This is an optimization exercise on Yosys and OpenROAD, whose aim is small area, a short achievable clock period and few clock cycles per item, not a production implementation.
Only simulation tests tie the RTL to the original design; equivalence was not proved.
No activity file was given, so power comes from the tool's default toggle rates.

## v6
## learnCosts
module learnCosts(clock, nrst, en, fsourceID, fbatteryStat, fValue, fclusterID, initial_epsilon, address, wr_en, data_in, data_out, done);
==> flow/config.mk <==
export PLATFORM = sky130hd
export DESIGN_NAME = learnCosts
export DESIGN_NICKNAME = learnCosts
export VERILOG_FILES = /design/flow/design.v
export SDC_FILE = /design/flow/constraint.sdc
export NUM_CORES = 4
export LEC_CHECK = 0
export ABC_AREA = 1
export CAP_MARGIN = 20
export CORE_MARGIN = 2
export CORE_UTILIZATION = 40
export CTS_BUF_LIST = sky130_fd_sc_hd__clkbuf_8
export PLACE_DENSITY = 0.6
export SETUP_SLACK_MARGIN = 5
export SLEW_MARGIN = 20
==> flow/constraint.sdc <==
create_clock -name core_clock -period 10.0 [get_ports {clock}]
set_input_delay 2.0000 -clock core_clock [delete_from_list [all_inputs] [get_ports {clock}]]
set_output_delay 2.0000 -clock core_clock [all_outputs]
set_load 0.01 [all_outputs]
run.sh (not shown) runs the stock make flow with config.mk's settings and CLKGATE_MAP_FILE= SYNTH_SCRIPT=/design/flow/synth_recipe.tcl, a recipe that flattens the netlist after the stock synthesis.
v6 completed end to end with timing, DRC and antenna clean.
Testbench counts of v6, summed over its fixed seeds: cycles 32,982, items 1,600.
Inputs modified between v6 and v7:
# v6
export LEC_CHECK = 0
export ABC_AREA = 1
export CAP_MARGIN = 20
export CORE_MARGIN = 2
export CORE_UTILIZATION = 40
export CTS_BUF_LIST = sky130_fd_sc_hd__clkbuf_8
export PLACE_DENSITY = 0.6
export SETUP_SLACK_MARGIN = 5
export SLEW_MARGIN = 20
create_clock -name core_clock -period 10.0 [get_ports {clock}]
# v7
export LEC_CHECK = 0
export ABC_AREA = 1
export CAP_MARGIN = 20
export CORE_MARGIN = 2
export CORE_UTILIZATION = 40
export CTS_BUF_LIST = sky130_fd_sc_hd__clkbuf_8
export PLACE_DENSITY = 0.6
export SLEW_MARGIN = 20
create_clock -name core_clock -period 10.0 [get_ports {clock}]
==> flow/flow/run.sh (new file) <==
#!/bin/bash
# The standard layout (standard.sh: standard synthesis, floorplan, place, CTS, route),
# with two changes to how it is made:
#  - the port buffers are plain buf_1 cells instead of the default delay cells;
#  - repair_timing aims for 6.5 ns of setup slack, so that it shortens the paths
#    that the 10 ns clock alone would leave slow.
# Clock, constraints, power grid and tap cells are the standard flow's.
set -euo pipefail
export BUFFER_PORTS_ARGS="-buffer_cell sky130_fd_sc_hd__buf_1"
export SETUP_SLACK_MARGIN=6.5
bash standard.sh > standard.log 2>&1
==> flow/standard.sh (new file) <==
#!/bin/bash
# synth_recipe.tcl (not shown) runs the flow's synth.tcl, then flattens the netlist and writes it again
# the make line also repeats each setting of config.mk as NAME=value (left out here)
make -C /OpenROAD-flow-scripts/flow DESIGN_CONFIG=/design/flow/config.mk WORK_HOME=/design/flow/orfs CLKGATE_MAP_FILE= SYNTH_SCRIPT=/design/flow/synth_recipe.tcl "${@:-finish}"
removed: flow/run.sh
==> summary.txt <==
v7 finished all stages; the layout is clean.
Per the comparison of v7 with v6, number of cells on the critical path rose by 1, internal portion of total power saw a decrease, setup slack after layout higher, count of clock-buffer cells in the layout saw a decrease, estimated wirelength of the detail-placed design now sits lower.


learnCosts again, from the RTL that the note above started with.
## learnCosts
module learnCosts(clock, nrst, en, fsourceID, fbatteryStat, fValue, fclusterID, initial_epsilon, address, wr_en, data_in, data_out, done);
	input clock, nrst, en;
	input [15:0] fsourceID, fbatteryStat, fValue, fclusterID, data_in, initial_epsilon;
	output done, wr_en;
	output [10:0] address;
	output [15:0] data_out;
	localparam S_IDLE = 4'd0,  S_DONE = 4'd1,  S_SRCH = 4'd2,  S_CHK = 4'd3,
	           S_QRD  = 4'd4,  S_KSC  = 4'd5,  S_SRD  = 4'd6,
	           S_CNT  = 4'd8,  S_SWR  = 4'd9,  S_BAT  = 4'd10, S_EPS = 4'd11,
	           S_IDW  = 4'd12, S_QVW  = 4'd13, S_CLW  = 4'd14, S_NCW = 4'd15;
	reg [3:0]  st;
	reg [10:0] addr;
	reg [15:0] dout;
	reg        done_r;
	reg [6:0]  u;        
	reg [6:0]  r;        
	reg        hj;       
	reg        reinit;
	wire srch = st == S_SRCH;
	wire c1 = data_in[15:8] == fsourceID[7:0];
	wire c2 = data_in[7:0]  == fsourceID[15:8];
	wire c3 = data_in[15:8] == fsourceID[15:8];
	wire [6:0] us = addr[7:1];
	wire [5:0] uh1 = us[6:1] + 6'd1;
	wire [6:0] u1 = us[0] ? {uh1, 1'b0} : {us[6:1], 1'b1};
	wire [6:0] u2 = {uh1, us[0]};
	wire last0 = us == r;
	wire last1 = u1 == r;
	wire [7:0]  ucnt  = {1'b0, u} + 8'h23;
	wire [2:0]  kd    = r[2:0] - 3'd1;
	wire [10:0] a_qs  = {1'b0, us[6], ~us[6], ~us[6], us[5:0], 1'b0};
	wire [10:0] a_q   = {1'b0, u[6], ~u[6], ~u[6], u[5:0], 1'b0};
	wire [10:0] a_cl  = {3'b000, u[6], ~u[6], u[5:0], 1'b0};
	wire [10:0] a_bat = {3'b001, u, 1'b0};
	wire [10:0] a_cnt = {2'b11, ucnt, 1'b0};
	wire [10:0] a_dst = {r[2] ? u + 7'd1 : u, ~r[2], r[1:0], 1'b0};
	wire [10:0] a_src = {6'd0, kd[2], ~kd[2], kd[1:0], 1'b0};
	wire last_sink = (st == S_CNT) ? r[3:0] == 4'd0 : r[2:0] == 3'd0;
	wire [3:0]  st_1 = last0 ? S_IDW : S_SRCH;                     
	wire [10:0] ad_1 = {3'b000, u1, ~last0};
	wire [3:0]  st_2 = last0 | last1 ? S_IDW : S_SRCH;             
	wire [10:0] ad_2 = last0 ? {3'b000, u1, 1'b0} : {3'b000, u2, ~last1};
	wire [10:0] ad_m = hj ? a_qs : {3'b000, us, 1'b0};
	wire [3:0]  st_m = hj ? S_QRD : S_CHK;
	always @(posedge clock) begin
		if (!nrst) begin
			st     <= S_IDLE;
			addr   <= 11'h68A;
			done_r <= 1'b0;
		end else begin
			case (st)
				S_IDLE, S_DONE: if (en) begin
					done_r <= 1'b0;
					if (data_in[5:0] == 6'd0) begin
						st   <= S_IDW;
						addr <= 11'h048;
					end else begin
  ...
export LEC_CHECK = 0
export ABC_AREA = 1
export CAP_MARGIN = 20
export CORE_MARGIN = 2
export CORE_UTILIZATION = 55
export CTS_BUF_LIST = sky130_fd_sc_hd__clkbuf_8
export PLACE_DENSITY = 0.7
export SLEW_MARGIN = 20
create_clock -name core_clock -period 10.0 [get_ports {clock}]
standard.sh (not shown) runs the stock make flow with config.mk's settings and CLKGATE_MAP_FILE= SYNTH_SCRIPT=/design/flow/synth_recipe.tcl, a recipe that flattens the netlist after the stock synthesis.
==> flow/flow/run.sh <==
#!/bin/bash
# The standard layout (standard.sh: standard synthesis, floorplan, place, CTS, route),
# with two changes to how it is made:
#  - the port buffers are plain buf_1 cells instead of the default delay cells;
#  - repair_timing aims for 6.8 ns of setup slack, so that it shortens the paths
#    that the 10 ns clock alone would leave slow.
# Clock, constraints, power grid and tap cells are the standard flow's.
set -euo pipefail
export BUFFER_PORTS_ARGS="-buffer_cell sky130_fd_sc_hd__buf_1"
export SETUP_SLACK_MARGIN=6.8
bash standard.sh > standard.log 2>&1
Testbench counts at the start, summed over its fixed seeds: cycles 32,982, items 1,600.
Change:
CORE_UTILIZATION = 40   (was 55)
PLACE_DENSITY = 0.6   (was 0.7)
The new run ran to the end with no violations.
Final area barely changes.
Wire length climbs by about 2%.
Clock-buffer cell count does not change.
Area after synthesis stays the same.

## separate check: timing with driven ports
The flow's constraints put no driver on any port. The routed layouts listed below were extracted and timed again, unchanged, in two steps. Step 1: set_driving_cell puts a clkbuf_16 on clock and a buf_2 on each other input, an assumption about the parent block. Step 2 times the ports against the registers' clock, not the clock port: input delays grow and output delays shrink by t, the midpoint of the rising clock arrivals with the driver on. Slacks: no drivers / after step 1 / after step 2; pairs: no drivers / after step 1.
run | t, ns | setup slack, ns | hold WS [ns] | worst setup path after step 2
v6 | 0.357 | 6.017 / 6.013 / 5.656 | 0.488 / 0.488 / 0.488 | input to register
v7 | 0.359 | 6.680 / 6.682 / 6.335 | 0.473 / 0.473 / 0.473 | input to register
the first run of note 2 | 0.338 | 6.826 / 6.796 / 6.547 | 0.486 / 0.486 / 0.486 | input to register
the second run of note 2 | 0.363 | 6.841 / 6.833 / 6.484 | 0.471 / 0.471 / 0.471 | input to register
After both steps setup and hold are still met in every run listed. For v6, which loses most, drivers alone change the setup slack by -0.004 ns; drivers and shift together by -0.361 ns.
